Background: an optimization exercise with open tools, aiming at small area and a short achievable clock period. Do not read the settings as production practice.
The RTL was checked by simulation tests, not by an equivalence proof against the original design.

## flow/design.v (module list and top-level ports; edited modules follow where they fit)
// module next_rcv_seq_counter: 13 lines
// module ack_nak_lat_timer: 38 lines
// module lcrc_lo: 749 lines
// module lcrc_hs: 256 lines
// module lcrc_fin: 159 lines
// module CRC_CHK: 20 lines
// module DLL_RX_TOP: 139 lines
module DLL_RX_TOP (
    input  wire         clk,
    input  wire         rst,
    input  wire         DL_Down,
    input  wire [127:0] I_DLL,
    input  wire         In_vld,
    input  wire [5:0]   In_len,
    input  wire         In_end,
    input  wire         In_type,
    input  wire         initiate_ack,
    input  wire         initiate_nak,
    output wire [127:0] Data_o,
    output wire         Data_vld,
    output wire         Data_end,
    output wire [5:0]   Data_len,
    output wire [11:0]  req_seq_num,
    output wire         schedule_ack,
    output wire         NAK_SCHEDULED,
    output wire         CRC_CHK_vld_dllp,
    output wire         ack_nak_time_out
);
  // ...
==> flow/run.sh <==
#!/bin/bash
# synth_recipe.tcl (not shown) runs the flow's synth.tcl, then flattens the netlist and writes it again
# the make line also repeats each setting of config.mk as NAME=value (left out here)
make -C /OpenROAD-flow-scripts/flow DESIGN_CONFIG=/design/flow/config.mk WORK_HOME=/design/flow/orfs CLKGATE_MAP_FILE= SYNTH_SCRIPT=/design/flow/synth_recipe.tcl finish
==> flow/config.mk <==
export PLATFORM = sky130hd
export DESIGN_NAME = DLL_RX_TOP
export DESIGN_NICKNAME = DLL_RX_TOP
export VERILOG_FILES = /design/flow/design.v
export SDC_FILE = /design/flow/constraint.sdc
export NUM_CORES = 4
export LEC_CHECK = 0
export CAP_MARGIN = 20
export CORE_MARGIN = 2
export CORE_UTILIZATION = 40
export SLEW_MARGIN = 20
==> flow/constraint.sdc <==
create_clock -name core_clock -period 40.0 [get_ports {clk}]
set_input_delay 8.0000 -clock core_clock [delete_from_list [all_inputs] [get_ports {clk}]]
set_output_delay 8.0000 -clock core_clock [all_outputs]
set_load 0.01 [all_outputs]
==> flow_summary.ini, run 1 <==
[outcome]
status = timing/DRC/antenna clean

[synth]
synth-adder-area-share = 0.00654
synth_top_family_by_area = XOR/XNOR gates
synth_seq_cells = 658
seq_area_frac_synth = 0.472
synth_compound_area_frac = 0.0431
syn_inst = 3163
ys_top_cells_by_count = xnor2_1, edfxtp_1, nand2_1

[floorplanning]
io_pins = 294
rows = 116

[clock_network]
holdBufCountCts = 0
path_clk_slew_ns = 0.05

[sta]
setup_slack_ns = 20.16
slew_viol_final = 0
fmax_mhz = 50.4

[global_route]
grt_pass1_wl_um = 181000
grt_pass1_vias = 24700

[critical_path]
crit_path_end = CRC_CHK_vld_dllp
cp.required_ns = 32.00
path_cells = clkdlybuf4s50_1 -> xnor2_1 -> xor2_1 -> xnor2_1 -> xnor2_1 -> a22oi_1 -> or3_1 -> o21ai_0 -> nand3_1 -> nor3_1 -> clkdlybuf4s50_1
crit_path_end_kind = output port

[placement]
dpl_worst_slack_ns = 20.05
dpl_cell_area_um2 = 44900
gp_congestion = 1.02

[min_path]
min_to = dlen[1]$_SDFFE_PN0P_

[drt]
wl_met1_um = 55300
==> module CRC_CHK, before the edit <==
module CRC_CHK (input wire [31:0] d, input wire [15:0] crc, output wire ok);
  wire [15:0] s;
  assign s[0] = d[0] ^ d[4] ^ d[8] ^ d[12] ^ d[13] ^ d[15] ^ d[20] ^ d[21] ^ d[23] ^ d[26] ^ d[28] ^ d[29] ^ d[31] ^ crc[0] ^ 1'b1;
  assign s[1] = d[0] ^ d[1] ^ d[4] ^ d[5] ^ d[8] ^ d[9] ^ d[12] ^ d[14] ^ d[15] ^ d[16] ^ d[20] ^ d[22] ^ d[23] ^ d[24] ^ d[26] ^ d[27] ^ d[28] ^ d[30] ^ d[31] ^ crc[1] ^ 1'b0;
  assign s[2] = d[1] ^ d[2] ^ d[5] ^ d[6] ^ d[9] ^ d[10] ^ d[13] ^ d[15] ^ d[16] ^ d[17] ^ d[21] ^ d[23] ^ d[24] ^ d[25] ^ d[27] ^ d[28] ^ d[29] ^ d[31] ^ crc[2] ^ 1'b0;
  assign s[3] = d[0] ^ d[2] ^ d[3] ^ d[4] ^ d[6] ^ d[7] ^ d[8] ^ d[10] ^ d[11] ^ d[12] ^ d[13] ^ d[14] ^ d[15] ^ d[16] ^ d[17] ^ d[18] ^ d[20] ^ d[21] ^ d[22] ^ d[23] ^ d[24] ^ d[25] ^ d[30] ^ d[31] ^ crc[3] ^ 1'b1;
  assign s[4] = d[1] ^ d[3] ^ d[4] ^ d[5] ^ d[7] ^ d[8] ^ d[9] ^ d[11] ^ d[12] ^ d[13] ^ d[14] ^ d[15] ^ d[16] ^ d[17] ^ d[18] ^ d[19] ^ d[21] ^ d[22] ^ d[23] ^ d[24] ^ d[25] ^ d[26] ^ d[31] ^ crc[4] ^ 1'b1;
  assign s[5] = d[2] ^ d[4] ^ d[5] ^ d[6] ^ d[8] ^ d[9] ^ d[10] ^ d[12] ^ d[13] ^ d[14] ^ d[15] ^ d[16] ^ d[17] ^ d[18] ^ d[19] ^ d[20] ^ d[22] ^ d[23] ^ d[24] ^ d[25] ^ d[26] ^ d[27] ^ crc[5] ^ 1'b1;
  assign s[6] = d[3] ^ d[5] ^ d[6] ^ d[7] ^ d[9] ^ d[10] ^ d[11] ^ d[13] ^ d[14] ^ d[15] ^ d[16] ^ d[17] ^ d[18] ^ d[19] ^ d[20] ^ d[21] ^ d[23] ^ d[24] ^ d[25] ^ d[26] ^ d[27] ^ d[28] ^ crc[6] ^ 1'b0;
  assign s[7] = d[4] ^ d[6] ^ d[7] ^ d[8] ^ d[10] ^ d[11] ^ d[12] ^ d[14] ^ d[15] ^ d[16] ^ d[17] ^ d[18] ^ d[19] ^ d[20] ^ d[21] ^ d[22] ^ d[24] ^ d[25] ^ d[26] ^ d[27] ^ d[28] ^ d[29] ^ crc[7] ^ 1'b1;
  assign s[8] = d[5] ^ d[7] ^ d[8] ^ d[9] ^ d[11] ^ d[12] ^ d[13] ^ d[15] ^ d[16] ^ d[17] ^ d[18] ^ d[19] ^ d[20] ^ d[21] ^ d[22] ^ d[23] ^ d[25] ^ d[26] ^ d[27] ^ d[28] ^ d[29] ^ d[30] ^ crc[8] ^ 1'b0;
  assign s[9] = d[6] ^ d[8] ^ d[9] ^ d[10] ^ d[12] ^ d[13] ^ d[14] ^ d[16] ^ d[17] ^ d[18] ^ d[19] ^ d[20] ^ d[21] ^ d[22] ^ d[23] ^ d[24] ^ d[26] ^ d[27] ^ d[28] ^ d[29] ^ d[30] ^ d[31] ^ crc[9] ^ 1'b1;
  assign s[10] = d[7] ^ d[9] ^ d[10] ^ d[11] ^ d[13] ^ d[14] ^ d[15] ^ d[17] ^ d[18] ^ d[19] ^ d[20] ^ d[21] ^ d[22] ^ d[23] ^ d[24] ^ d[25] ^ d[27] ^ d[28] ^ d[29] ^ d[30] ^ d[31] ^ crc[10] ^ 1'b0;
  assign s[11] = d[8] ^ d[10] ^ d[11] ^ d[12] ^ d[14] ^ d[15] ^ d[16] ^ d[18] ^ d[19] ^ d[20] ^ d[21] ^ d[22] ^ d[23] ^ d[24] ^ d[25] ^ d[26] ^ d[28] ^ d[29] ^ d[30] ^ d[31] ^ crc[11] ^ 1'b0;
  assign s[12] = d[0] ^ d[4] ^ d[8] ^ d[9] ^ d[11] ^ d[16] ^ d[17] ^ d[19] ^ d[22] ^ d[24] ^ d[25] ^ d[27] ^ d[28] ^ d[30] ^ crc[12] ^ 1'b1;
  assign s[13] = d[1] ^ d[5] ^ d[9] ^ d[10] ^ d[12] ^ d[17] ^ d[18] ^ d[20] ^ d[23] ^ d[25] ^ d[26] ^ d[28] ^ d[29] ^ d[31] ^ crc[13] ^ 1'b1;
  assign s[14] = d[2] ^ d[6] ^ d[10] ^ d[11] ^ d[13] ^ d[18] ^ d[19] ^ d[21] ^ d[24] ^ d[26] ^ d[27] ^ d[29] ^ d[30] ^ crc[14] ^ 1'b0;
  assign s[15] = d[3] ^ d[7] ^ d[11] ^ d[12] ^ d[14] ^ d[19] ^ d[20] ^ d[22] ^ d[25] ^ d[27] ^ d[28] ^ d[30] ^ d[31] ^ crc[15] ^ 1'b0;
  assign ok = ~|s;
endmodule
==> run 2, diff against run 1 <==
--- a/flow/design.v
+++ b/flow/design.v
@@ -1215,22 +1215,22 @@
 endmodule
 module CRC_CHK (input wire [31:0] d, input wire [15:0] crc, output wire ok);
   wire [15:0] s;
-  assign s[0] = d[0] ^ d[4] ^ d[8] ^ d[12] ^ d[13] ^ d[15] ^ d[20] ^ d[21] ^ d[23] ^ d[26] ^ d[28] ^ d[29] ^ d[31] ^ crc[0] ^ 1'b1;
-  assign s[1] = d[0] ^ d[1] ^ d[4] ^ d[5] ^ d[8] ^ d[9] ^ d[12] ^ d[14] ^ d[15] ^ d[16] ^ d[20] ^ d[22] ^ d[23] ^ d[24] ^ d[26] ^ d[27] ^ d[28] ^ d[30] ^ d[31] ^ crc[1] ^ 1'b0;
-  assign s[2] = d[1] ^ d[2] ^ d[5] ^ d[6] ^ d[9] ^ d[10] ^ d[13] ^ d[15] ^ d[16] ^ d[17] ^ d[21] ^ d[23] ^ d[24] ^ d[25] ^ d[27] ^ d[28] ^ d[29] ^ d[31] ^ crc[2] ^ 1'b0;
-  assign s[3] = d[0] ^ d[2] ^ d[3] ^ d[4] ^ d[6] ^ d[7] ^ d[8] ^ d[10] ^ d[11] ^ d[12] ^ d[13] ^ d[14] ^ d[15] ^ d[16] ^ d[17] ^ d[18] ^ d[20] ^ d[21] ^ d[22] ^ d[23] ^ d[24] ^ d[25] ^ d[30] ^ d[31] ^ crc[3] ^ 1'b1;
-  assign s[4] = d[1] ^ d[3] ^ d[4] ^ d[5] ^ d[7] ^ d[8] ^ d[9] ^ d[11] ^ d[12] ^ d[13] ^ d[14] ^ d[15] ^ d[16] ^ d[17] ^ d[18] ^ d[19] ^ d[21] ^ d[22] ^ d[23] ^ d[24] ^ d[25] ^ d[26] ^ d[31] ^ crc[4] ^ 1'b1;
-  assign s[5] = d[2] ^ d[4] ^ d[5] ^ d[6] ^ d[8] ^ d[9] ^ d[10] ^ d[12] ^ d[13] ^ d[14] ^ d[15] ^ d[16] ^ d[17] ^ d[18] ^ d[19] ^ d[20] ^ d[22] ^ d[23] ^ d[24] ^ d[25] ^ d[26] ^ d[27] ^ crc[5] ^ 1'b1;
-  assign s[6] = d[3] ^ d[5] ^ d[6] ^ d[7] ^ d[9] ^ d[10] ^ d[11] ^ d[13] ^ d[14] ^ d[15] ^ d[16] ^ d[17] ^ d[18] ^ d[19] ^ d[20] ^ d[21] ^ d[23] ^ d[24] ^ d[25] ^ d[26] ^ d[27] ^ d[28] ^ crc[6] ^ 1'b0;
-  assign s[7] = d[4] ^ d[6] ^ d[7] ^ d[8] ^ d[10] ^ d[11] ^ d[12] ^ d[14] ^ d[15] ^ d[16] ^ d[17] ^ d[18] ^ d[19] ^ d[20] ^ d[21] ^ d[22] ^ d[24] ^ d[25] ^ d[26] ^ d[27] ^ d[28] ^ d[29] ^ crc[7] ^ 1'b1;
-  assign s[8] = d[5] ^ d[7] ^ d[8] ^ d[9] ^ d[11] ^ d[12] ^ d[13] ^ d[15] ^ d[16] ^ d[17] ^ d[18] ^ d[19] ^ d[20] ^ d[21] ^ d[22] ^ d[23] ^ d[25] ^ d[26] ^ d[27] ^ d[28] ^ d[29] ^ d[30] ^ crc[8] ^ 1'b0;
-  assign s[9] = d[6] ^ d[8] ^ d[9] ^ d[10] ^ d[12] ^ d[13] ^ d[14] ^ d[16] ^ d[17] ^ d[18] ^ d[19] ^ d[20] ^ d[21] ^ d[22] ^ d[23] ^ d[24] ^ d[26] ^ d[27] ^ d[28] ^ d[29] ^ d[30] ^ d[31] ^ crc[9] ^ 1'b1;
-  assign s[10] = d[7] ^ d[9] ^ d[10] ^ d[11] ^ d[13] ^ d[14] ^ d[15] ^ d[17] ^ d[18] ^ d[19] ^ d[20] ^ d[21] ^ d[22] ^ d[23] ^ d[24] ^ d[25] ^ d[27] ^ d[28] ^ d[29] ^ d[30] ^ d[31] ^ crc[10] ^ 1'b0;
-  assign s[11] = d[8] ^ d[10] ^ d[11] ^ d[12] ^ d[14] ^ d[15] ^ d[16] ^ d[18] ^ d[19] ^ d[20] ^ d[21] ^ d[22] ^ d[23] ^ d[24] ^ d[25] ^ d[26] ^ d[28] ^ d[29] ^ d[30] ^ d[31] ^ crc[11] ^ 1'b0;
-  assign s[12] = d[0] ^ d[4] ^ d[8] ^ d[9] ^ d[11] ^ d[16] ^ d[17] ^ d[19] ^ d[22] ^ d[24] ^ d[25] ^ d[27] ^ d[28] ^ d[30] ^ crc[12] ^ 1'b1;
-  assign s[13] = d[1] ^ d[5] ^ d[9] ^ d[10] ^ d[12] ^ d[17] ^ d[18] ^ d[20] ^ d[23] ^ d[25] ^ d[26] ^ d[28] ^ d[29] ^ d[31] ^ crc[13] ^ 1'b1;
-  assign s[14] = d[2] ^ d[6] ^ d[10] ^ d[11] ^ d[13] ^ d[18] ^ d[19] ^ d[21] ^ d[24] ^ d[26] ^ d[27] ^ d[29] ^ d[30] ^ crc[14] ^ 1'b0;
-  assign s[15] = d[3] ^ d[7] ^ d[11] ^ d[12] ^ d[14] ^ d[19] ^ d[20] ^ d[22] ^ d[25] ^ d[27] ^ d[28] ^ d[30] ^ d[31] ^ crc[15] ^ 1'b0;
+  assign s[0] = d[4] ^ d[6] ^ d[7] ^ d[17] ^ d[23] ^ d[27] ^ d[30] ^ d[31] ^ crc[7] ^ crc[11] ^ 1'b1;
+  assign s[1] = d[6] ^ d[9] ^ d[11] ^ d[13] ^ d[15] ^ d[17] ^ d[25] ^ d[27] ^ crc[9] ^ crc[11] ^ 1'b1;
+  assign s[2] = d[5] ^ d[7] ^ d[8] ^ d[18] ^ d[24] ^ d[28] ^ d[31] ^ crc[0] ^ crc[8] ^ crc[12] ^ 1'b0;
+  assign s[3] = d[6] ^ d[8] ^ d[9] ^ d[19] ^ d[25] ^ d[29] ^ crc[0] ^ crc[1] ^ crc[9] ^ crc[13] ^ 1'b1;
+  assign s[4] = d[0] ^ d[4] ^ d[13] ^ d[15] ^ d[16] ^ d[26] ^ crc[1] ^ crc[4] ^ crc[6] ^ crc[7] ^ crc[8] ^ 1'b0;
+  assign s[5] = d[1] ^ d[5] ^ d[14] ^ d[16] ^ d[17] ^ d[27] ^ crc[2] ^ crc[5] ^ crc[7] ^ crc[8] ^ crc[9] ^ 1'b1;
+  assign s[6] = d[3] ^ d[5] ^ d[6] ^ d[16] ^ d[22] ^ d[26] ^ d[29] ^ d[30] ^ d[31] ^ crc[6] ^ crc[10] ^ 1'b0;
+  assign s[7] = d[5] ^ d[8] ^ d[10] ^ d[12] ^ d[14] ^ d[16] ^ d[24] ^ d[26] ^ d[31] ^ crc[8] ^ crc[10] ^ 1'b0;
+  assign s[8] = d[6] ^ d[7] ^ d[8] ^ d[11] ^ d[12] ^ d[15] ^ d[16] ^ d[25] ^ d[26] ^ crc[9] ^ crc[10] ^ 1'b1;
+  assign s[9] = d[0] ^ d[9] ^ d[11] ^ d[12] ^ d[22] ^ d[28] ^ crc[0] ^ crc[2] ^ crc[3] ^ crc[4] ^ crc[12] ^ 1'b0;
+  assign s[10] = d[1] ^ d[10] ^ d[12] ^ d[13] ^ d[23] ^ d[29] ^ crc[1] ^ crc[3] ^ crc[4] ^ crc[5] ^ crc[13] ^ 1'b0;
+  assign s[11] = d[2] ^ d[11] ^ d[13] ^ d[14] ^ d[24] ^ d[30] ^ crc[2] ^ crc[4] ^ crc[5] ^ crc[6] ^ crc[14] ^ 1'b0;
+  assign s[12] = d[7] ^ d[9] ^ d[10] ^ d[20] ^ d[26] ^ d[30] ^ crc[0] ^ crc[1] ^ crc[2] ^ crc[10] ^ crc[14] ^ 1'b1;
+  assign s[13] = d[8] ^ d[10] ^ d[11] ^ d[21] ^ d[27] ^ d[31] ^ crc[1] ^ crc[2] ^ crc[3] ^ crc[11] ^ crc[15] ^ 1'b1;
+  assign s[14] = d[2] ^ d[3] ^ d[4] ^ d[7] ^ d[8] ^ d[11] ^ d[12] ^ d[21] ^ d[22] ^ d[28] ^ crc[5] ^ crc[6] ^ 1'b1;
+  assign s[15] = d[2] ^ d[3] ^ d[15] ^ d[16] ^ d[17] ^ d[20] ^ d[21] ^ d[24] ^ d[25] ^ crc[2] ^ crc[4] ^ crc[7] ^ 1'b0;
   assign ok = ~|s;
 endmodule
 module DLL_RX_TOP (
==> flow/flow/run.sh (new file) <==
#!/bin/bash
# The standard ORFS layout (standard.sh), with two settings changed:
#  - ports are buffered with sky130_fd_sc_hd__buf_1 instead of the resizer's
#    default choice (a delay cell);
#  - repair_timing aims for 22 ns of setup slack, so it speeds up the
#    combinational DLLP check from the I_DLL ports to CRC_CHK_vld_dllp.
# ORFS writes each step's log under orfs/logs; make's output goes to standard.log.
set -o pipefail
bash standard.sh BUFFER_PORTS_ARGS="-buffer_cell sky130_fd_sc_hd__buf_1" \
  SETUP_SLACK_MARGIN=22 finish > standard.log 2>&1
==> flow/standard.sh (new file) <==
#!/bin/bash
# synth_recipe.tcl (not shown) runs the flow's synth.tcl, then flattens the netlist and writes it again
# the make line also repeats each setting of config.mk as NAME=value (left out here)
make -C /OpenROAD-flow-scripts/flow DESIGN_CONFIG=/design/flow/config.mk WORK_HOME=/design/flow/orfs CLKGATE_MAP_FILE= SYNTH_SCRIPT=/design/flow/synth_recipe.tcl "${@:-finish}"
--- a/flow/config.mk
+++ b/flow/config.mk
@@ -9,3 +9,4 @@
 export CORE_MARGIN = 2
 export CORE_UTILIZATION = 40
 export SLEW_MARGIN = 20
+export SYNTH_HIERARCHICAL = 1
removed: flow/run.sh
==> flow_summary.ini, run 2 <==
[outcome]
status = timing/DRC/antenna clean

[floorplanning]
dieWidth_um = 322
design.die.area_um2 = 104000
io_pins = 294
rows = 116
core_um2 = 100000
die_height_um = 322
initial_core_util = 0.404

[critical_path]
critPathKind = in2out
start_kind = input pin
crit_path_end_kind = output port
path_cells = buf_1 -> buf_12 -> xnor2_4 -> xnor2_1 -> xnor3_1 -> nor4_2 -> nand4_1 -> nor4_4 -> nand2_1 -> nor2_1 -> buf_2
cp_slowest_cell = xnor3_1
path_max_fanout = 5
crit_family = simple AND/OR/NAND/NOR gates
critPathArrivalTime_ns = 10.22
cp.required_ns = 32.00
worst-path-buf-inv = 3
slowest_delay_ns = 0.44

[placement]
gp_congestion = 1.01
dpl_worst_slack_ns = 21.16
portBuffers = 292
hpwl_um = 87400

[synth]
async_flop_share = 0.112
synth_seq_cells = 658
synthMuxAreaShare = 0.0605
synth-simple-area-share = 0.0556
synth_top_area_frac = 0.402
yosys_warnings = 9
syn_area_um2 = 40500
synth_compound_area_frac = 0.0438
synth-adder-area-share = 0.00649
synth_edf_count = 542
synth_fp_nets = 3214
syn_inst = 3051
synth.distinct_cells = 77
synth_top_area_cell = edfxtp_1
seq_area_frac_synth = 0.469
synth_ff_type = edfxtp_1
synth_top_family_by_area = XOR/XNOR gates
ys_top_cells_by_count = xnor2_1, edfxtp_1, nand2_1
synthXorXnorAreaFrac = 0.327
avgSynthCellArea_um2 = 13.3
synthTopCellsByArea = edfxtp_1, xnor2_1, xnor3_1, xor2_1, mux2_2
yosysMostFrequentCell = xnor2_1

[drt]
drt_pass1_iterations = 7
drt-total-wl_um = 124000
avgRoutedWirePerCell_um = 26.7
ant_nets = 0
drtIter0Drc = 2175
vias_per_cell = 5.29
drc = 0
vias = 24600

[cells_and_area]
drive_gt1_frac = 0.157
regArea_um2 = 19000
final_common_cell = xnor2_1
num-nets-final = 3456
area.growth.synth_to_final_pct = 13.2
n_fill_cell = 8983
final_cell_mix = xnor2_1, edfxtp_1, nand2_1
multiInputGateArea_um2 = 20300

[min_path]
hold_class = reg2reg

[sta]
fmax_mhz = 54.9
slew_viol_final = 0
fin_crit_sh = 0.456
final.setup.tns_ns = 0
finalSetupViolCount = 0
period_needed_ns = 18.22
slew_headroom = 0.180
tightestPinTransition_ns = 1.23
fin_skew_ns = 0.0221
rsz0062_at_grt = true
setup_slack_ns = 21.78
hold_viol_final = 0

[global_route]
track_usage = 0.237
gr-total-overflow = 0
grt_antenna_before_repair = 5
grt_start_max_net_pins = 119
grt_pass1_wl_um = 175000
grt_pass1_vias = 24000

[clock_network]
insertion_delay_ns = 0.65
cts_tree = yes
cts_sinks = 658
htreeDepth = 3
root_buffer = clkbuf_16
path_clk_slew_ns = 0.06
cts_max_path_buffers = 3
numCtsBuffers = 76

[job]
cap_violations = 0
==> run 2: what timing repair did <==
| item | in CTS | in global routing |
|---|---|---|
| hold buffers | 0 | 0 |
| endpoints found under the hold margin | 0 | 0 |
| gates cloned | 0 | 1 |
| resized for setup | 16 | 88 |
| setup buffers | 0 | 35 |
| endpoints found under the setup margin | 1 | 1 |
| pin swaps | 0 | 15 |
==> run 2: final timing paths <==
path                                       from                            endpoint  slack [ns]  cells past startpoint
setup / recovery                     I_DLL[103]                    CRC_CHK_vld_dllp       21.78                     11
hold / removal             dlen[5]$_SDFFE_PN0P_                dlen[5]$_SDFFE_PN0P_        0.46                      2
setup reg to reg               R[25]$_SDFF_PN1_                    crc_ok$_DFFE_PN_       34.22                     15
hold reg to reg            dlen[5]$_SDFFE_PN0P_                dlen[5]$_SDFFE_PN0P_        0.46                      2
max in group asynchronous                   rst                  SC[30]$_DFFE_PN0P_       31.55                      2
min in group asynchronous                   rst  latency_timer.timer[2]$_DFFE_PN0P_        7.42                      1
==> run 2: metal layers <==
| layer | wire, um | vias up | global-route usage |
|---|---|---|---|
| li1 | - | 11100 | - |
| met1 | 53100 | 12400 | 0.326 |
| met2 | 57600 | 930 | 0.377 |
| met3 | 8900 | 199 | 0.0411 |
| met4 | 4750 | 6 | 0.0884 |
| met5 | 36 | - | 0 |
==> run 2: metrics by stage <==
stage	hold WS, ns	cells	area, um2	utilization
6_report	0.462	4655	45800	0.458
3_3_place_gp	0.452	4477	42600	0.425
4_1_cts	0.465	4616	45100	0.450
3_5_place_dp	0.454	4477	42600	0.425
5_1_grt	0.504	4653	45800	0.458
2_1_floorplan	0.439	3051	40500	-
==> run 2: cell type report <==
type,count,area share
Timing Repair Buffer,420,0.0516
Clock buffer,106,0.0455
Antenna cell,3,0.000164
Tap cell,1298,0.0354
Sequential cell,658,0.414
Multi-Input combinational cell,2108,0.443
Clock inverter,33,0.00786
Inverter,29,0.00237
==> run 2: kinds of logic after synthesis <==
kind of cell,after synthesis
DFF,658
buffers and inverters,285
adders and majority gates,21
AOI/OAI and AO/OA,256
muxes,224
xor gates and xnor gates,1103
and+or+nand+nor,504
==> run 2: per-module statistics from Yosys (local to each module, per instance) <==
| module | area (um2) | times used |
|---|---|---|
| ack_nak_lat_timer | 766 | 1 |
| next_rcv_seq_counter | 612 | 1 |
| lcrc_lo | 7910 | 1 |
| CRC_CHK | 1140 | 1 |
| lcrc_fin | 1770 | 1 |
| DLL_RX_TOP | 25600 | 1 |
| lcrc_hs | 2720 | 1 |
==> run 2: worst reg2reg max path: cells and delay by family (launching register included) <==
family | cells | cell delay, ns
XOR/XNOR | 11 | 4.47
flip-flops | 1 | 0.34
AO/OA/AOI/OAI | 1 | 0.21
AND/OR/NAND/NOR | 3 | 0.60
==> run 3, diff against run 2 <==
--- a/flow/config.mk
+++ b/flow/config.mk
@@ -9,4 +9,3 @@
 export CORE_MARGIN = 2
 export CORE_UTILIZATION = 40
 export SLEW_MARGIN = 20
-export SYNTH_HIERARCHICAL = 1
==> flow_summary.ini, run 3 <==
[outcome]
status = timing/DRC/antenna clean

[clock_network]
insertion_delay_ns = 0.63
root_buffer = clkbuf_16
path_clk_slew_ns = 0.06
htreeDepth = 3
cts_tree = yes
numCtsBuffers = 73
cts_sinks = 658
cts_max_path_buffers = 3

[drt]
vias = 25200
drc = 0
vias_per_cell = 5.30
avgRoutedWirePerCell_um = 26.3
drt_pass1_iterations = 5
top_layer_used = met5
dr_wl_met3_um = 7560
drtIter0Drc = 2550
ant_nets = 0
drt-total-wl_um = 125000
wl_met1_um = 50900
route.met2.wl_um = 60100

[cells_and_area]
final_cell_mix = xnor2_1, edfxtp_1, nand2_1
num-nets-final = 3576
final_common_cell = xnor2_1
drive_gt1_frac = 0.138
area.growth.synth_to_final_pct = 13.9
layout.cells.non_filler = 4757

[floorplanning]
io_pins = 294
initial_core_util = 0.405
design.die.area_um2 = 103000
die_height_um = 320
core_um2 = 98700
rows = 115
dieWidth_um = 320

[global_route]
track_usage = 0.241
grt_pass1_wl_um = 177000
grt_pass1_vias = 24500
grt_antenna_before_repair = 5
gr-total-overflow = 0
grt_start_max_net_pins = 70

[critical_path]
start_kind = input pin
crit_path_end_kind = output port
cp.required_ns = 32.00
critPathKind = in2out
path_max_fanout = 13
critPathArrivalTime_ns = 10.09

[job]
cap_violations = 0

[sta]
hold_slack_ns = 0.454
rsz0062_at_grt = true
slew_viol_final = 0
fin_skew_ns = 0.0192
period_needed_ns = 18.09
setup_slack_ns = 21.91
fin_crit_sh = 0.452
finalSetupViolCount = 0
slew_headroom = 0.232
tightestPinTransition_ns = 1.14
fmax_mhz = 55.3
final.setup.tns_ns = 0
hold_viol_final = 0

[synth]
yosysMostFrequentCell = xnor2_1
seq_area_frac_synth = 0.474
synth_seq_cells = 658
synth_edf_count = 542
synth_top_area_cell = edfxtp_1
ys_top_cells_by_count = xnor2_1, edfxtp_1, nand2_1
synth_top_area_frac = 0.407
syn_inst = 3097
avgSynthCellArea_um2 = 12.9
synth_ff_type = edfxtp_1
yosys_warnings = 3
synthTopCellsByArea = edfxtp_1, xnor2_1, xnor3_1, xor2_1, dfrtp_1
async_flop_share = 0.112
synth.distinct_cells = 78
syn_area_um2 = 40000
synth_fp_nets = 3260

[placement]
dp.cells = 4619
hpwl_um = 91700
gp_congestion = 1.05
dpl_worst_slack_ns = 20.90
portBuffers = 292

[min_path]
hold_class = reg2reg
run 3: what timing repair did:
action                                  in CTS  in global routing
gates resized for setup                     47                  4
endpoints found under the setup margin       1                  1
buffers inserted                             6                  0
pin swaps                                    6                  1
hold buffers                                 0                  0
run 3: cell type report:
type	count	area (um2)
clock inverter	35	363
sequential	658	19000
tap	1287	1610
timing repair buffer	414	2110
inverter	26	97.6
fill	8994	53100
clock buffer	95	1960
multi-input combinational	2240	20400
antenna	2	5.00
run 3: kinds of logic after synthesis:
kind of cell / count (synthesis) / synth area share
and+or+nand+nor: 634 / 0.0675
AOI/OAI and AO/OA: 252 / 0.0457
adders and majority gates: 21 / 0.00657
DFF: 658 / 0.474
muxes: 198 / 0.0549
xor gates and xnor gates: 1135 / 0.330
buffers and inverters: 199 / 0.0209
run 3: per-stage QoR:
stage                     instance area, um2   util
final                                  45600  0.462
after global routing                   45600  0.462
after CTS                              45600  0.461
after detailed placement               42900  0.435
after global placement                 42900  0.435
after floorplan                        40000      -
run 3: final timing paths:
| check | from | end | slack (ns) | cells past startpoint |
|---|---|---|---|---|
| setup / recovery | I_DLL[87] | CRC_CHK_vld_dllp | 21.91 | 6 |
| hold / removal | dlen[1]$_SDFFE_PN0P_ | dlen[1]$_SDFFE_PN0P_ | 0.45 | 2 |
| setup reg to reg | R[7]$_SDFF_PN1_ | crc_ok$_DFFE_PN_ | 33.90 | 13 |
| hold reg to reg | dlen[1]$_SDFFE_PN0P_ | dlen[1]$_SDFFE_PN0P_ | 0.45 | 2 |
| max in group asynchronous | rst | SC[20]$_DFFE_PN0P_ | 31.58 | 2 |
| min in group asynchronous | rst | req_r[9]$_DFF_PN0_ | 7.27 | 1 |
run 3: metal layers:
layer / global-route usage / vias up
met2: 0.400 / 961
met1: 0.310 / 12600
met5: 0 / -
met3: 0.0354 / 264
li1: - / 11400
met4: 0.115 / 6
run 3: critical path, cell delays in order:
cell and delay [ns]:
buf_1 0.07, buf_4 0.29, xor2_1 0.90, mux2i_1 0.24, a2111oi_2 0.36, buf_4 0.21
==> run 4, diff against run 3 <==
--- a/flow/config.mk
+++ b/flow/config.mk
@@ -8,4 +8,5 @@
 export CAP_MARGIN = 20
 export CORE_MARGIN = 2
 export CORE_UTILIZATION = 40
+export CTS_BUF_LIST = sky130_fd_sc_hd__clkbuf_8
 export SLEW_MARGIN = 20
==> flow_summary.ini, run 4 <==
[job]
cap_violations = 0

[clock_network]
htreeDepth = 3
insertion_delay_ns = 0.79
cts_max_path_buffers = 3
cts_sinks = 658
path_clk_slew_ns = 0.06
root_buffer = clkbuf_8
cts_tree = yes
numCtsBuffers = 109

[floorplanning]
initial_core_util = 0.405
design.die.area_um2 = 103000
dieWidth_um = 320
io_pins = 294
rows = 115
die_height_um = 320
core_um2 = 98700

[synth]
synth_top_area_frac = 0.407
synth_seq_cells = 658
synth.distinct_cells = 78
avgSynthCellArea_um2 = 12.9
ys_top_cells_by_count = xnor2_1, edfxtp_1, nand2_1
syn_area_um2 = 40000
seq_area_frac_synth = 0.474
synth_ff_type = edfxtp_1
yosysMostFrequentCell = xnor2_1
synth_top_area_cell = edfxtp_1
synthTopCellsByArea = edfxtp_1, xnor2_1, xnor3_1, xor2_1, dfrtp_1
async_flop_share = 0.112
syn_inst = 3097
synth_edf_count = 542
yosys_warnings = 3
synth_fp_nets = 3260

[sta]
tightestPinTransition_ns = 1.18
finalSetupViolCount = 0
fin_crit_sh = 0.452
final.setup.tns_ns = 0
slew_viol_final = 0
fin_skew_ns = 0.0682
hold_viol_final = 0
hold_slack_ns = 0.453
rsz0062_at_grt = true
period_needed_ns = 18.08
slew_headroom = 0.205
fmax_mhz = 55.3

[drt]
drc = 0
drt-total-wl_um = 125000
drtIter0Drc = 2343
drt_pass1_iterations = 5
avgRoutedWirePerCell_um = 25.9
vias_per_cell = 5.22
vias = 25200
ant_nets = 0

[critical_path]
cp.required_ns = 32.00
path_max_fanout = 9
critPathKind = in2out
critPathArrivalTime_ns = 10.08
crit_path_end_kind = output port
start_kind = input pin
r2r_cells = 13

[global_route]
grt_pass1_vias = 24800
grt_antenna_before_repair = 6
grt_pass1_wl_um = 178000
grt_start_max_net_pins = 70
track_usage = 0.242
gr-total-overflow = 0

[outcome]
status = timing/DRC/antenna clean

[cells_and_area]
area.growth.synth_to_final_pct = 13.5
final_cell_mix = xnor2_1, edfxtp_1, nand2_1
n_fill_cell = 9059
num-nets-final = 3616
final_common_cell = xnor2_1
fin_area_um2 = 45400
drive_gt1_frac = 0.149

[min_path]
hold_path_depth = 2
hold_class = reg2reg

[placement]
hpwl_um = 91700
dpl_cell_area_um2 = 42900
gp_congestion = 1.05
portBuffers = 292
run 4: worst paths after layout:
| kind | endpoint | startpoint | slack (ns) |
|---|---|---|---|
| max | CRC_CHK_vld_dllp | I_DLL[113] | 21.92 |
| min | dlen[1]$_SDFFE_PN0P_ | dlen[1]$_SDFFE_PN0P_ | 0.45 |
| max reg2reg | crc_ok$_DFFE_PN_ | R[23]$_SDFF_PN1_ | 33.92 |
| min reg2reg | dlen[1]$_SDFFE_PN0P_ | dlen[1]$_SDFFE_PN0P_ | 0.45 |
| max in group asynchronous | SC[20]$_DFFE_PN0P_ | rst | 31.71 |
| min in group asynchronous | req_r[5]$_DFF_PN0_ | rst | 7.14 |
run 4: critical path, stage by stage:
cell,delay [ns]
buf_1,0.08
buf_4,0.21
xnor2_4,0.26
xnor2_2,0.17
xnor3_1,0.38
a22oi_2,0.19
nand4_1,0.11
nand4b_1,0.22
a2111oi_2,0.24
buf_4,0.21
run 4: kinds of logic (layout without fill, tap and decap cells):
kind of cell,count (synthesis),count (layout),synth area share
xor+xnor,1135,1135,0.330
simple gates,634,634,0.0675
compound gates,252,252,0.0457
flops,658,658,0.474
fa+ha+maj,21,21,0.00657
mux,198,198,0.0549
buf+inv,199,644,0.0209
other cells,0,6,0
run 4: metrics by stage:
| stage | util | setup slack (ns) | cells |
|---|---|---|---|
| finish | 0.460 | 21.92 | 4835 |
| detailed placement | 0.435 | 20.90 | 4619 |
| global route | 0.460 | 21.77 | 4835 |
| floorplan | - | 22.04 | 3097 |
| CTS | 0.460 | 21.93 | 4825 |
| global placement | 0.435 | 20.92 | 4619 |
run 4: repair_timing:
item,4_1_cts,5_1_grt
pin swaps,6,1
setup endpoints to repair,1,1
gates resized for setup,47,4
hold buffers,0,0
cloned,0,0
setup buffers,6,4
run 4: layout make-up:
class                           count  area [um2]  area share
Inverter                           26        97.6     0.00215
Tap cell                         1287        1610      0.0355
Sequential cell                   658       19000       0.418
Clock buffer                      120        1650      0.0364
Multi-Input combinational cell   2240       20400       0.450
Clock inverter                     80         479      0.0106
Antenna cell                        6        15.0    0.000331
Timing Repair Buffer              418        2140      0.0472
run 4: per-layer routing:
| metal | up-vias | share of wire | global-route usage |
|---|---|---|---|
| met2 | 906 | 0.48 | 0.401 |
| li1 | 11500 | - | - |
| met1 | 12600 | 0.41 | 0.310 |
| met3 | 279 | 0.058 | 0.0359 |
| met5 | - | 0.00030 | 0 |
| met4 | 6 | 0.051 | 0.117 |
==> run 5, diff against run 4 <==
==> flow/flow/run.sh (replaced) <==
#!/bin/bash
# The standard ORFS layout (standard.sh), with these changes:
#  - synthesis is synth_recipe.tcl with ABC's mapping script replaced by an
#    area-oriented one (flow/synth.tcl, flow/abc_area.script);
#  - ports are buffered with sky130_fd_sc_hd__buf_1 instead of the resizer's
#    default choice (a delay cell);
#  - repair_timing aims for 22 ns of setup slack, so it speeds up the
#    combinational DLLP check from the I_DLL ports to CRC_CHK_vld_dllp.
# ORFS writes each step's log under orfs/logs; make's output goes to standard.log.
set -o pipefail
export FLOW_DIR=$PWD/flow
export FLOW_SYNTH_TCL=$PWD/synth_recipe.tcl
bash standard.sh SYNTH_SCRIPT=$PWD/flow/synth.tcl \
  BUFFER_PORTS_ARGS="-buffer_cell sky130_fd_sc_hd__buf_1" \
  SETUP_SLACK_MARGIN=22 finish > standard.log 2>&1
==> flow/flow/abc_area.script (new file) <==
&get -n
&st
&dch
&nf -R 1000
&put
==> flow/flow/synth.tcl (new file) <==
# The standard flow's synthesis script (synth_recipe.tcl, unchanged), with ABC's mapping
# script replaced: abc maps with flow/abc_area.script, and, when set, the
# modules listed in ABC_SPEED_MODULES with ORFS's own abc_speed.script.
proc abc {args} {
  set i [lsearch -exact $args -script]
  set speed $args
  lset args [expr {$i + 1}] $::env(FLOW_DIR)/abc_area.script
  if {[info exists ::env(ABC_SPEED_MODULES)] && $::env(ABC_SPEED_MODULES) ne ""} {
    foreach m $::env(ABC_SPEED_MODULES) { yosys abc {*}$speed $m }
  }
  yosys abc {*}$args
}
source $::env(FLOW_SYNTH_TCL)
--- a/flow/config.mk
+++ b/flow/config.mk
@@ -8,5 +8,4 @@
 export CAP_MARGIN = 20
 export CORE_MARGIN = 2
 export CORE_UTILIZATION = 40
-export CTS_BUF_LIST = sky130_fd_sc_hd__clkbuf_8
 export SLEW_MARGIN = 20
==> flow_summary.ini, run 5 <==
[floorplanning]
initial_core_util = 0.403
die_height_um = 302
design.die.area_um2 = 91300
rows = 109
dieWidth_um = 302
io_pins = 294
core_um2 = 88200

[sta]
rsz0062_at_grt = true
slew_viol_final = 0
final.setup.tns_ns = 0
hold_viol_final = 0
fin_skew_ns = 0.0347
fmax_mhz = 55.7
period_needed_ns = 17.97
slew_headroom = 0.295
fin_crit_sh = 0.449
finalSetupViolCount = 0
tightestPinTransition_ns = 1.05
hold_slack_ns = 0.449
setup_slack_ns = 22.03

[global_route]
track_usage = 0.248
gr-total-overflow = 0
grt_pass1_wl_um = 164000
grt_antenna_before_repair = 0
grt_pass1_vias = 23500
grt_start_max_net_pins = 69

[synth]
synth_ff_type = edfxtp_1
synth_seq_cells = 658
yosysMostFrequentCell = xnor2_1
synthTopCellsByArea = edfxtp_1, xnor2_1, xor2_1, dfrtp_1, a222oi_1
avgSynthCellArea_um2 = 12.3
ys_top_cells_by_count = xnor2_1, edfxtp_1, xor2_1
synth_top_area_frac = 0.458
seq_area_frac_synth = 0.534
synth_fp_nets = 3065
syn_inst = 2902
synth_top_area_cell = edfxtp_1
syn_area_um2 = 35600
synth_edf_count = 542
yosys_warnings = 3
synth.distinct_cells = 41
async_flop_share = 0.112

[cells_and_area]
drive_gt1_frac = 0.0787
area.growth.synth_to_final_pct = 17.8
fin_util = 0.475
final_common_cell = xnor2_1
final_cell_mix = xnor2_1, edfxtp_1, xor2_1
num-nets-final = 3549

[clock_network]
numCtsBuffers = 75
insertion_delay_ns = 0.65
cts_max_path_buffers = 3
cts_sinks = 658
cts_tree = yes
path_clk_slew_ns = 0.06
htreeDepth = 3
root_buffer = clkbuf_16

[placement]
gp_congestion = 1.01
hpwl_um = 82100
portBuffers = 292
dpl_worst_slack_ns = 21.21

[critical_path]
cp.required_ns = 32.00
critPathKind = in2out
crit_top_cell = xnor2_1
start_kind = input pin
critPathArrivalTime_ns = 9.97
slowest_delay_ns = 0.41
crit_path_end_kind = output port
path_max_fanout = 11
cp_slowest_cell = or3_1
path_cells = buf_2 -> xor2_1 -> xnor2_1 -> xnor2_1 -> or3_1 -> a2111oi_4 -> buf_4

[drt]
drt-total-wl_um = 115000
drc = 0
vias = 24600
drt_pass1_iterations = 10
drtIter0Drc = 2989
avgRoutedWirePerCell_um = 25.0
vias_per_cell = 5.34
ant_nets = 0

[min_path]
hold_class = reg2reg

[outcome]
status = timing/DRC/antenna clean

[job]
cap_violations = 0
## run 5: layout make-up
| type | count | area, um2 |
|---|---|---|
| fillers | 8134 | 46300 |
| clock inverters | 39 | 502 |
| clock buffers | 94 | 2000 |
| multi-input cells | 2223 | 16800 |
| well taps | 1165 | 1460 |
| flip-flops and latches | 658 | 19000 |
| diodes | 2 | 5.00 |
| inverters | 21 | 78.8 |
| repair buffers | 407 | 2130 |
## run 5: final timing paths
kind,from,endpoint,slack (ns),depth (start not counted)
worst max-delay path,I_DLL[108],CRC_CHK_vld_dllp,22.03,7
worst min-delay path,dlen[5]$_SDFFE_PN0P_,dlen[5]$_SDFFE_PN0P_,0.45,2
worst max register to register,R[24]$_SDFF_PN1_,crc_ok$_DFFE_PN_,33.10,18
worst min register to register,dlen[5]$_SDFFE_PN0P_,dlen[5]$_SDFFE_PN0P_,0.45,2
max in group asynchronous,rst,SC[17]$_DFFE_PN0P_,31.55,2
min in group asynchronous,rst,req_r[7]$_DFF_PN0_,7.35,1
## run 5: kinds of logic (layout without fill, tap and decap cells)
| logic type | count (synthesis) | count (layout) | synth area share |
|---|---|---|---|
| fa+ha+maj | 21 | 21 | 0.00739 |
| mux | 8 | 8 | 0.00232 |
| flops | 658 | 658 | 0.534 |
| simple gates | 573 | 573 | 0.0675 |
| other cells | 0 | 2 | 0 |
| buf+inv | 21 | 561 | 0.00222 |
| xor+xnor | 1287 | 1287 | 0.318 |
| compound gates | 334 | 334 | 0.0688 |
## run 5: critical path, delay by kind of cell
family          cells  cell delay (ns)
buf+inv             2             0.54
xor+xnor            3             0.65
compound gates      1             0.34
simple gates        1             0.41
## run 5: per-layer routing
metal	global-route usage	up-vias	wire (um)
li1	-	11300	-
met1	0.351	12100	50300
met5	0	-	0
met4	0.0714	0	3180
met2	0.394	1042	52900
met3	0.0379	169	8900
## run 5: per-stage QoR
stage / cell area [um2] / std cells
6_report: 41900 / 4609
5_1_grt: 41900 / 4607
4_1_cts: 41500 / 4584
3_5_place_dp: 38900 / 4451
3_3_place_gp: 38900 / 4451
2_1_floorplan: 35600 / 2902
## run 5: timing repair
item | 4_1_cts | 5_1_grt
gates resized for setup | 56 | 33
pin swaps | 2 | 6
cloned | 0 | 0
hold buffers | 0 | 0
buffers inserted | 0 | 22
endpoints found under the setup margin | 1 | 1
==> run 6, diff against run 5 <==
--- a/flow/flow/run.sh
+++ b/flow/flow/run.sh
@@ -8,6 +8,7 @@
 #    combinational DLLP check from the I_DLL ports to CRC_CHK_vld_dllp.
 # ORFS writes each step's log under orfs/logs; make's output goes to standard.log.
 set -o pipefail
+export ABC_SPEED_MODULES=CRC_CHK
 export FLOW_DIR=$PWD/flow
 export FLOW_SYNTH_TCL=$PWD/synth_recipe.tcl
 bash standard.sh SYNTH_SCRIPT=$PWD/flow/synth.tcl \
--- a/flow/config.mk
+++ b/flow/config.mk
@@ -9,3 +9,4 @@
 export CORE_MARGIN = 2
 export CORE_UTILIZATION = 40
 export SLEW_MARGIN = 20
+export SYNTH_HIERARCHICAL = 1
==> flow_summary.ini, run 6 <==
[global_route]
grt_antenna_before_repair = 9
gr-total-overflow = 0
grt_pass1_wl_um = 167000
grt_start_max_net_pins = 70
grt_pass1_vias = 23500
track_usage = 0.249

[sta]
hold_viol_final = 0
finalSetupViolCount = 0
rsz0062_at_grt = true
fmax_mhz = 54.9
fin_skew_ns = 0.0212
tightestPinTransition_ns = 1.06
fin_crit_sh = 0.455
slew_headroom = 0.295
slew_viol_final = 0
final.setup.tns_ns = 0
period_needed_ns = 18.20

[synth]
synth.distinct_cells = 48
yosys_warnings = 9
syn_area_um2 = 36300
yosysMostFrequentCell = xnor2_1
synth_top_area_cell = edfxtp_1
seq_area_frac_synth = 0.522
ys_top_cells_by_count = xnor2_1, edfxtp_1, xor2_1
async_flop_share = 0.112
synth_seq_cells = 658
synth_fp_nets = 3077
synth_ff_type = edfxtp_1
synthTopCellsByArea = edfxtp_1, xnor2_1, xor2_1, dfrtp_1, a222oi_1
avgSynthCellArea_um2 = 12.5
syn_inst = 2914
synth_top_area_frac = 0.448
synth_edf_count = 542

[critical_path]
r2r_end = crc_ok$_DFFE_PN_
cp.required_ns = 32.00
startpoint = I_DLL[120]
r2r_start = R[17]$_SDFF_PN1_
start_kind = input pin
path_cells = buf_1 -> buf_4 -> xor2_1 -> xnor2_1 -> xnor3_1 -> nor4_2 -> nand4_1 -> nor4_4 -> nand2_1 -> nor2_1 -> buf_2
crit_path_end = CRC_CHK_vld_dllp
critPathKind = in2out
crit_family = XOR/XNOR gates
cp_slowest_cell = xnor3_1
path_max_fanout = 9
r2r_cells = 18
cp.depth = 11
crit_path_end_kind = output port
worst-path-buf-inv = 3
rrSetupSlack_ns = 33.42
critPathArrivalTime_ns = 10.20
slowest_delay_ns = 0.47

[clock_network]
numCtsBuffers = 73
holdBufCountCts = 0
path_clk_slew_ns = 0.06
cts_max_path_buffers = 3
root_buffer = clkbuf_16
insertion_delay_ns = 0.64
cts_tree = yes
htreeDepth = 3
cts_sinks = 658

[drt]
drtIter0Drc = 2534
ant_nets = 0
avgRoutedWirePerCell_um = 26.0
drt_pass1_iterations = 6
vias_per_cell = 5.32
drc = 0
drt-total-wl_um = 118000
vias = 24000

[floorplanning]
rows = 110
dieWidth_um = 305
design.die.area_um2 = 93200
io_pins = 294
initial_core_util = 0.403
die_height_um = 305
core_um2 = 90000

[cells_and_area]
final_cell_mix = xnor2_1, edfxtp_1, xor2_1
n_fill_cell = 8303
area.growth.synth_to_final_pct = 15.2
num-nets-final = 3453
final_common_cell = xnor2_1
drive_gt1_frac = 0.0775
fin_util = 0.465
fin_area_um2 = 41800

[outcome]
status = timing/DRC/antenna clean

[min_path]
hold_class = reg2reg

[placement]
portBuffers = 292
hpwl_um = 83400
dpl_cell_area_um2 = 38900
gp_congestion = 0.997

[job]
cap_violations = 0
==> run 6: cell types whose count changed after synthesis, moves of 17 or more <==
cell / change
xor2_1: +20
buf_4: +96
xnor2_1: -70
o21ai_0: -17
nor2_1: -41
mux2i_1: +34
mux2_1: +32
a21oi_1: -44
==> run 6: what timing repair did <==
item,4_1_cts,5_1_grt
gates resized for setup,95,0
setup endpoints to repair,1,1
pin swaps,13,0
buffers inserted,21,0
==> run 6: through the flow <==
stage	hold WS, ns	setup slack (ns)	std cells
6_report	0.452	21.80	4521
5_1_grt	0.468	21.62	4519
4_1_cts	0.458	21.83	4518
3_5_place_dp	0.445	21.19	4369
3_3_place_gp	0.441	21.22	4369
2_1_floorplan	0.443	19.88	2914
==> run 6: final cells by class <==
cell class                      count  area [um2]  share of cell area
Clock buffer                       88        1950              0.0465
Tap cell                         1176        1470              0.0352
Timing Repair Buffer              397        2120              0.0508
Sequential cell                   658       19000               0.453
Antenna cell                        2        5.00            0.000120
Clock inverter                     40         387             0.00924
Multi-Input combinational cell   2138       16800               0.403
Inverter                           22        82.6             0.00197
==> run 6: worst min-delay path by stage <==
stage                         startpoint              endpoint  slack (ns)  cells after the start
global route        dlen[0]$_SDFFE_PN0P_  dlen[0]$_SDFFE_PN0P_        0.47                      2
CTS                 dlen[3]$_SDFFE_PN0P_  dlen[3]$_SDFFE_PN0P_        0.46                      2
global placement    dlen[1]$_SDFFE_PN0P_  dlen[1]$_SDFFE_PN0P_        0.44                      2
finish              dlen[0]$_SDFFE_PN0P_  dlen[0]$_SDFFE_PN0P_        0.45                      2
floorplan                 dv$_DFFE_PN0P_        dv$_DFFE_PN0P_        0.44                      1
detailed placement  dlen[3]$_SDFFE_PN0P_  dlen[3]$_SDFFE_PN0P_        0.45                      2
==> run 6: routing by layer <==
| layer | wire, um | vias up | GRT usage |
|---|---|---|---|
| met1 | 50100 | 11800 | 0.338 |
| li1 | - | 11000 | - |
| met2 | 54100 | 993 | 0.394 |
| met5 | 88 | - | 0 |
| met3 | 9510 | 204 | 0.0581 |
| met4 | 3990 | 14 | 0.0802 |
==> run 6: Yosys stat by module, one instance, submodules excluded <==
module / copies in the design / flops+latches
ack_nak_lat_timer: 1 / 12
DLL_RX_TOP: 1 / 634
CRC_CHK: 1 / 0
lcrc_hs: 1 / 0
lcrc_lo: 1 / 0
lcrc_fin: 1 / 0
next_rcv_seq_counter: 1 / 12
==> run 6: cells by family after synthesis <==
logic type | synth area share
adder cells (fa/ha/maj) | 0.00724
XOR/XNOR | 0.309
multiplexers | 0.0216
flip-flops | 0.522
AO/OA/AOI/OAI | 0.0588
AND/OR/NAND/NOR | 0.0590
buffers and inverters | 0.0221
==> run 6: worst register-to-register path, stage by stage, from the launching register on <==
cell and delay [ns]:
dfxtp_1 0.34, xor2_1 0.61, xnor2_1 0.42, xor2_1 0.71, xor2_1 0.45, xnor2_1 0.20, xnor2_1 0.24, xor2_1 0.24
a21oi_1 0.11, xnor2_1 0.68, xnor2_1 0.30, xnor2_1 0.24, xnor2_1 0.46, xor2_1 0.33, xor2_1 0.21, xor2_1 0.09
nor4_1 0.36, nand4_1 0.17, nor2_1 0.22
==> run 7, diff against run 6 <==
--- a/flow/flow/run.sh
+++ b/flow/flow/run.sh
@@ -8,7 +8,6 @@
 #    combinational DLLP check from the I_DLL ports to CRC_CHK_vld_dllp.
 # ORFS writes each step's log under orfs/logs; make's output goes to standard.log.
 set -o pipefail
-export ABC_SPEED_MODULES=CRC_CHK
 export FLOW_DIR=$PWD/flow
 export FLOW_SYNTH_TCL=$PWD/synth_recipe.tcl
 bash standard.sh SYNTH_SCRIPT=$PWD/flow/synth.tcl \
--- a/flow/config.mk
+++ b/flow/config.mk
@@ -8,5 +8,7 @@
 export CAP_MARGIN = 20
 export CORE_MARGIN = 2
 export CORE_UTILIZATION = 40
+export CTS_BUF_LIST = sky130_fd_sc_hd__clkbuf_8
+export CTS_CLUSTER_DIAMETER = 120
+export CTS_CLUSTER_SIZE = 16
 export SLEW_MARGIN = 20
-export SYNTH_HIERARCHICAL = 1
==> flow_summary.ini, run 7 <==
[outcome]
status = timing/DRC/antenna clean

[sta]
final.setup.tns_ns = 0
finalSetupViolCount = 0
fin_skew_ns = 0.0516
hold_viol_final = 0
rsz0062_at_grt = true
slew_viol_final = 0
fin_crit_sh = 0.450
period_needed_ns = 17.98
slew_headroom = 0.250
tightestPinTransition_ns = 1.12
fmax_mhz = 55.6

[cells_and_area]
layout.cells.non_filler = 4557
final_common_cell = xnor2_1
final_cell_mix = xnor2_1, edfxtp_1, xor2_1
num-nets-final = 3522
fin_area_um2 = 40300
area.growth.synth_to_final_pct = 13.2
drive_gt1_frac = 0.0649

[clock_network]
numCtsBuffers = 48
cts_tree = yes
path_clk_slew_ns = 0.11
cts_max_path_buffers = 3
htreeDepth = 2
holdBufCountCts = 0
cts_sinks = 658
insertion_delay_ns = 0.71
root_buffer = clkbuf_8

[synth]
ys_top_cells_by_count = xnor2_1, edfxtp_1, xor2_1
yosys_warnings = 3
yosysMostFrequentCell = xnor2_1
synth_edf_count = 542
syn_inst = 2902
async_flop_share = 0.112
seq_area_frac_synth = 0.534
synthTopCellsByArea = edfxtp_1, xnor2_1, xor2_1, dfrtp_1, a222oi_1
synth_top_area_cell = edfxtp_1
avgSynthCellArea_um2 = 12.3
syn_area_um2 = 35600
synth_fp_nets = 3065
synth_ff_type = edfxtp_1
synth.distinct_cells = 41
synth_top_area_frac = 0.458
synth_seq_cells = 658

[floorplanning]
die_height_um = 302
io_pins = 294
dieWidth_um = 302
rows = 109
core_um2 = 88200
initial_core_util = 0.403
design.die.area_um2 = 91300

[placement]
gp_congestion = 1.01
hpwl_um = 82100
portBuffers = 292
dpl_cell_area_um2 = 38900
dp.cells = 4451

[critical_path]
path_max_fanout = 11
crit_path_end_kind = output port
cp_slowest_cell = or3_1
critPathKind = in2out
path_cells = buf_2 -> xor2_1 -> xnor2_1 -> xnor2_1 -> or3_1 -> a2111oi_4 -> buf_4
r2r_cells = 18
cp.required_ns = 32.00
crit_family = XOR/XNOR gates
crit_top_cell = xnor2_1
worst-path-buf-inv = 2
slowest_delay_ns = 0.41
start_kind = input pin
cp.depth = 7
critPathArrivalTime_ns = 9.98

[drt]
avgRoutedWirePerCell_um = 25.2
drc = 0
drtIter0Drc = 2856
vias_per_cell = 5.35
ant_nets = 0
drt_pass1_iterations = 9
vias = 24400
drt-total-wl_um = 115000

[min_path]
hold_path_depth = 2
hold_class = reg2reg

[job]
cap_violations = 0

[global_route]
gr-total-overflow = 0
grt_antenna_before_repair = 2
grt_pass1_wl_um = 163000
grt_start_max_net_pins = 69
track_usage = 0.245
grt_pass1_vias = 23300
## run 7: cell count changes in the layout (fill, tap and decap cells not counted), moves of 16 or more
cell | previous run | this run
xnor2_1 | 851 | 928
clkbuf_16 | 75 | 0
clkbuf_8 | 2 | 50
a21oi_1 | 82 | 126
nor2_1 | 86 | 127
mux2i_1 | 40 | 6
mux2_1 | 34 | 2
inv_1 | 0 | 26
xor2_1 | 364 | 338
o21ai_0 | 26 | 43
a221o_1 | 0 | 16
a22oi_1 | 16 | 0
## run 7: layout make-up
type	count	area [um2]
fill	8290	48000
antenna	1	2.50
clock buffer	50	688
timing repair buffer	407	2130
inverter	21	78.8
clock inverter	32	181
tap	1165	1460
multi-input combinational	2223	16700
sequential	658	19000
## run 7: repair_timing
| item | CTS | global route |
|---|---|---|
| pin swaps | 2 | 6 |
| setup endpoints to repair | 1 | 1 |
| buffers inserted | 0 | 21 |
| gates resized for setup | 56 | 33 |
## run 7: cell families (layout without fill, tap and decap cells)
kind of cell | after synthesis | after routing | synth area share
and+or+nand+nor | 573 | 573 | 0.0675
muxes | 8 | 8 | 0.00232
other | 0 | 1 | 0
DFF | 658 | 658 | 0.534
xor gates and xnor gates | 1287 | 1287 | 0.318
AOI/OAI and AO/OA | 334 | 334 | 0.0688
adders and majority gates | 21 | 21 | 0.00739
buffers and inverters | 21 | 510 | 0.00222
## run 7: worst paths after layout
| path | start | endpoint | slack (ns) |
|---|---|---|---|
| min in group asynchronous | rst | req_r[7]$_DFF_PN0_ | 7.27 |
| worst max-delay path | I_DLL[108] | CRC_CHK_vld_dllp | 22.02 |
| worst min-delay path | dlen[5]$_SDFFE_PN0P_ | dlen[5]$_SDFFE_PN0P_ | 0.46 |
| worst max register to register | R[24]$_SDFF_PN1_ | crc_ok$_DFFE_PN_ | 33.14 |
| worst min register to register | dlen[5]$_SDFFE_PN0P_ | dlen[5]$_SDFFE_PN0P_ | 0.46 |
| max in group asynchronous | rst | SC[11]$_DFFE_PN0P_ | 31.63 |
## run 7: through the flow
step / utilization / hold slack (ns) / setup slack [ns]
global placement: 0.441 / 0.441 / 21.25
CTS: 0.452 / 0.458 / 22.00
detailed placement: 0.441 / 0.443 / 21.21
global route: 0.456 / 0.479 / 21.96
floorplan: - / 0.443 / 19.89
finish: 0.456 / 0.456 / 22.02
## run 7: worst reg2reg max path, delay by kind of cell, from the launching register on
kind	cells	cell delay, ns
xor gates and xnor gates	14	5.28
and+or+nand+nor	3	0.89
DFF	1	0.33
AOI/OAI and AO/OA	1	0.11
## run 7: metal layers
layer | track usage | share of wire
met1 | 0.350 | 0.44
met2 | 0.393 | 0.46
met3 | 0.0350 | 0.077
met4 | 0.0616 | 0.028
met5 | 0 | 0.00011
==> run 8, diff against run 7 <==
--- a/flow/flow/run.sh
+++ b/flow/flow/run.sh
@@ -12,4 +12,4 @@
 export FLOW_SYNTH_TCL=$PWD/synth_recipe.tcl
 bash standard.sh SYNTH_SCRIPT=$PWD/flow/synth.tcl \
   BUFFER_PORTS_ARGS="-buffer_cell sky130_fd_sc_hd__buf_1" \
-  SETUP_SLACK_MARGIN=22 finish > standard.log 2>&1
+  finish > standard.log 2>&1
--- a/flow/config.mk
+++ b/flow/config.mk
@@ -9,6 +9,6 @@
 export CORE_MARGIN = 2
 export CORE_UTILIZATION = 40
 export CTS_BUF_LIST = sky130_fd_sc_hd__clkbuf_8
-export CTS_CLUSTER_DIAMETER = 120
-export CTS_CLUSTER_SIZE = 16
+export CTS_CLUSTER_DIAMETER = 100
+export CTS_CLUSTER_SIZE = 14
 export SLEW_MARGIN = 20
==> flow_summary.ini, run 8 <==
[outcome]
status = timing/DRC/antenna clean

[critical_path]
path_cells = buf_1 -> xor2_1 -> xnor2_1 -> xnor2_1 -> o22ai_1 -> nor4_1 -> nand3_1 -> a2111oi_0 -> buf_1
cp.required_ns = 32.00
start_kind = input pin
worst-path-buf-inv = 2
crit_path_end_kind = output port
cp.depth = 9
slowest_delay_ns = 0.82
critPathKind = in2out
r2r_cells = 18
critPathArrivalTime_ns = 10.86
path_max_fanout = 13
cp_slowest_cell = buf_1
crit_family = buffers and inverters

[floorplanning]
initial_core_util = 0.403
io_pins = 294
rows = 109
die_height_um = 302
design.die.area_um2 = 91300
dieWidth_um = 302
core_um2 = 88200

[clock_network]
cts_tree = yes
path_clk_slew_ns = 0.10
root_buffer = clkbuf_8
htreeDepth = 2
insertion_delay_ns = 0.75
cts_max_path_buffers = 3
numCtsBuffers = 55
holdBufCountCts = 0
cts-resized-gates = 0
post_cts_buffers = 0
cts_sinks = 658

[cells_and_area]
fin_area_um2 = 39900
final_cell_mix = xnor2_1, edfxtp_1, xor2_1
area.growth.synth_to_final_pct = 12.1
final_common_cell = xnor2_1
num-nets-final = 3507
drive_gt1_frac = 0.0509
n_fill_cell = 8329

[synth]
yosysMostFrequentCell = xnor2_1
syn_inst = 2902
avgSynthCellArea_um2 = 12.3
seq_area_frac_synth = 0.534
synth_top_area_cell = edfxtp_1
syn_area_um2 = 35600
synth_seq_cells = 658
synth_top_area_frac = 0.458
synth_fp_nets = 3065
yosys_warnings = 3
synth_edf_count = 542
synth.distinct_cells = 41
ys_top_cells_by_count = xnor2_1, edfxtp_1, xor2_1
synth_ff_type = edfxtp_1
synthTopCellsByArea = edfxtp_1, xnor2_1, xor2_1, dfrtp_1, a222oi_1
async_flop_share = 0.112

[global_route]
grt_pass1_vias = 23300
grt_start_max_net_pins = 69
gr-total-overflow = 0
grt_antenna_before_repair = 3
track_usage = 0.245
grt_pass1_wl_um = 163000

[placement]
hpwl_um = 82100
gp_congestion = 1.01
dpl_cell_area_um2 = 38900
dpl_worst_slack_ns = 21.21
portBuffers = 292

[sta]
fmax_mhz = 53.0
slew_headroom = 0.238
finalSetupViolCount = 0
period_needed_ns = 18.86
rsz0062_at_grt = false
hold_viol_final = 0
fin_crit_sh = 0.471
tightestPinTransition_ns = 1.14
final.setup.tns_ns = 0
slew_viol_final = 0
fin_skew_ns = 0.0834
setup_slack_ns = 21.14

[drt]
drt-total-wl_um = 114000
ant_nets = 0
vias = 24300
drc = 0
vias_per_cell = 5.35
drt_pass1_iterations = 9
drtIter0Drc = 2892
avgRoutedWirePerCell_um = 25.2

[min_path]
hold_class = reg2reg
hold_path_depth = 2

[job]
cap_violations = 0
## run 8: cell counts after synthesis
Identical to the previous run, type by type.
## run 8: through the flow
step           hold WS (ns)   util  instances
2_1_floorplan         0.443      -       2902
3_3_place_gp          0.441  0.441       4451
3_5_place_dp          0.443  0.441       4451
4_1_cts               0.457  0.451       4542
5_1_grt               0.478  0.452       4544
6_report              0.455  0.452       4545
## run 8: worst reg2reg max path: cells and delay by family, from the launching register on
kind            cells  cell delay [ns]
xor+xnor           14             5.28
simple gates        3             0.89
flops               1             0.33
compound gates      1             0.12
## run 8: final timing paths
path	startpoint	endpoint	slack, ns
max	I_DLL[84]	CRC_CHK_vld_dllp	21.14
max reg2reg	R[24]$_SDFF_PN1_	crc_ok$_DFFE_PN_	33.16
max in group asynchronous	rst	SC[17]$_DFFE_PN0P_	31.63
min reg2reg	dlen[5]$_SDFFE_PN0P_	dlen[5]$_SDFFE_PN0P_	0.45
min	dlen[5]$_SDFFE_PN0P_	dlen[5]$_SDFFE_PN0P_	0.45
min in group asynchronous	rst	latency_timer.timer[7]$_DFFE_PN0P_	7.24
## run 8: area by class of cell
class / instances / area, um2 / share of cell area
inverter: 21 / 78.8 / 0.00198
timing repair buffer: 385 / 1800 / 0.0452
multi-input combinational: 2223 / 16600 / 0.416
tap: 1165 / 1460 / 0.0366
sequential: 658 / 19000 / 0.476
clock buffer: 58 / 798 / 0.0200
antenna: 2 / 5.00 / 0.000126
clock inverter: 33 / 166 / 0.00418
## run 8: cells by family after synthesis
logic type | share of synthesized area
xor gates and xnor gates | 0.318
muxes | 0.00232
AOI/OAI and AO/OA | 0.0688
DFF | 0.534
adders and majority gates | 0.00739
and+or+nand+nor | 0.0675
buffers and inverters | 0.00222
## run 8: per-layer routing
layer / track usage / part of all wire / up-vias
met2: 0.391 / 0.46 / 1074
met1: 0.350 / 0.44 / 12000
li1: - / - / 11100
met3: 0.0346 / 0.079 / 164
met4: 0.0651 / 0.026 / 2
met5: 0 / 0.00011 / -

separate check: timing with driven ports:
The results above use ideal ports. As a check the final layouts listed here were re-extracted and re-timed, cells and wires unchanged. Step 1 assumes that a clkbuf_16 drives the clock port and a buf_2 every other input. Step 2 adds t to the input delays and takes it off the output delays; t is the mean of the earliest and latest rising clock arrival at the registers after step 1. Input paths then give back, and output paths get back, about the clock's delay inside the block. Slacks: ideal / step 1 / step 2; pairs: ideal / step 1.
run	t, ns	slack for setup (ns)	hold WS [ns]	cell pins on the clock port's net
run 1	0.694	20.155 / 20.135 / 20.135	0.454 / 0.454 / 0.454	1
run 2	0.702	21.779 / 21.737 / 21.737	0.462 / 0.462 / 0.462	1
run 3	0.702	21.905 / 21.884 / 21.884	0.454 / 0.454 / 0.454	1
run 4	0.827	21.918 / 21.898 / 21.898	0.453 / 0.453 / 0.453	1
run 5	0.702	22.031 / 21.999 / 21.999	0.449 / 0.449 / 0.449	1
run 6	0.689	21.796 / 21.751 / 21.751	0.452 / 0.452 / 0.452	1
run 7	0.746	22.020 / 21.995 / 21.995	0.456 / 0.456 / 0.456	1
run 8	0.775	21.142 / 21.110 / 21.110	0.455 / 0.455 / 0.455	1
After both steps setup and hold are still met in every run listed. The setup slack of run 6, which loses most, moves by -0.045 ns with the drivers and by -0.045 ns with both steps.
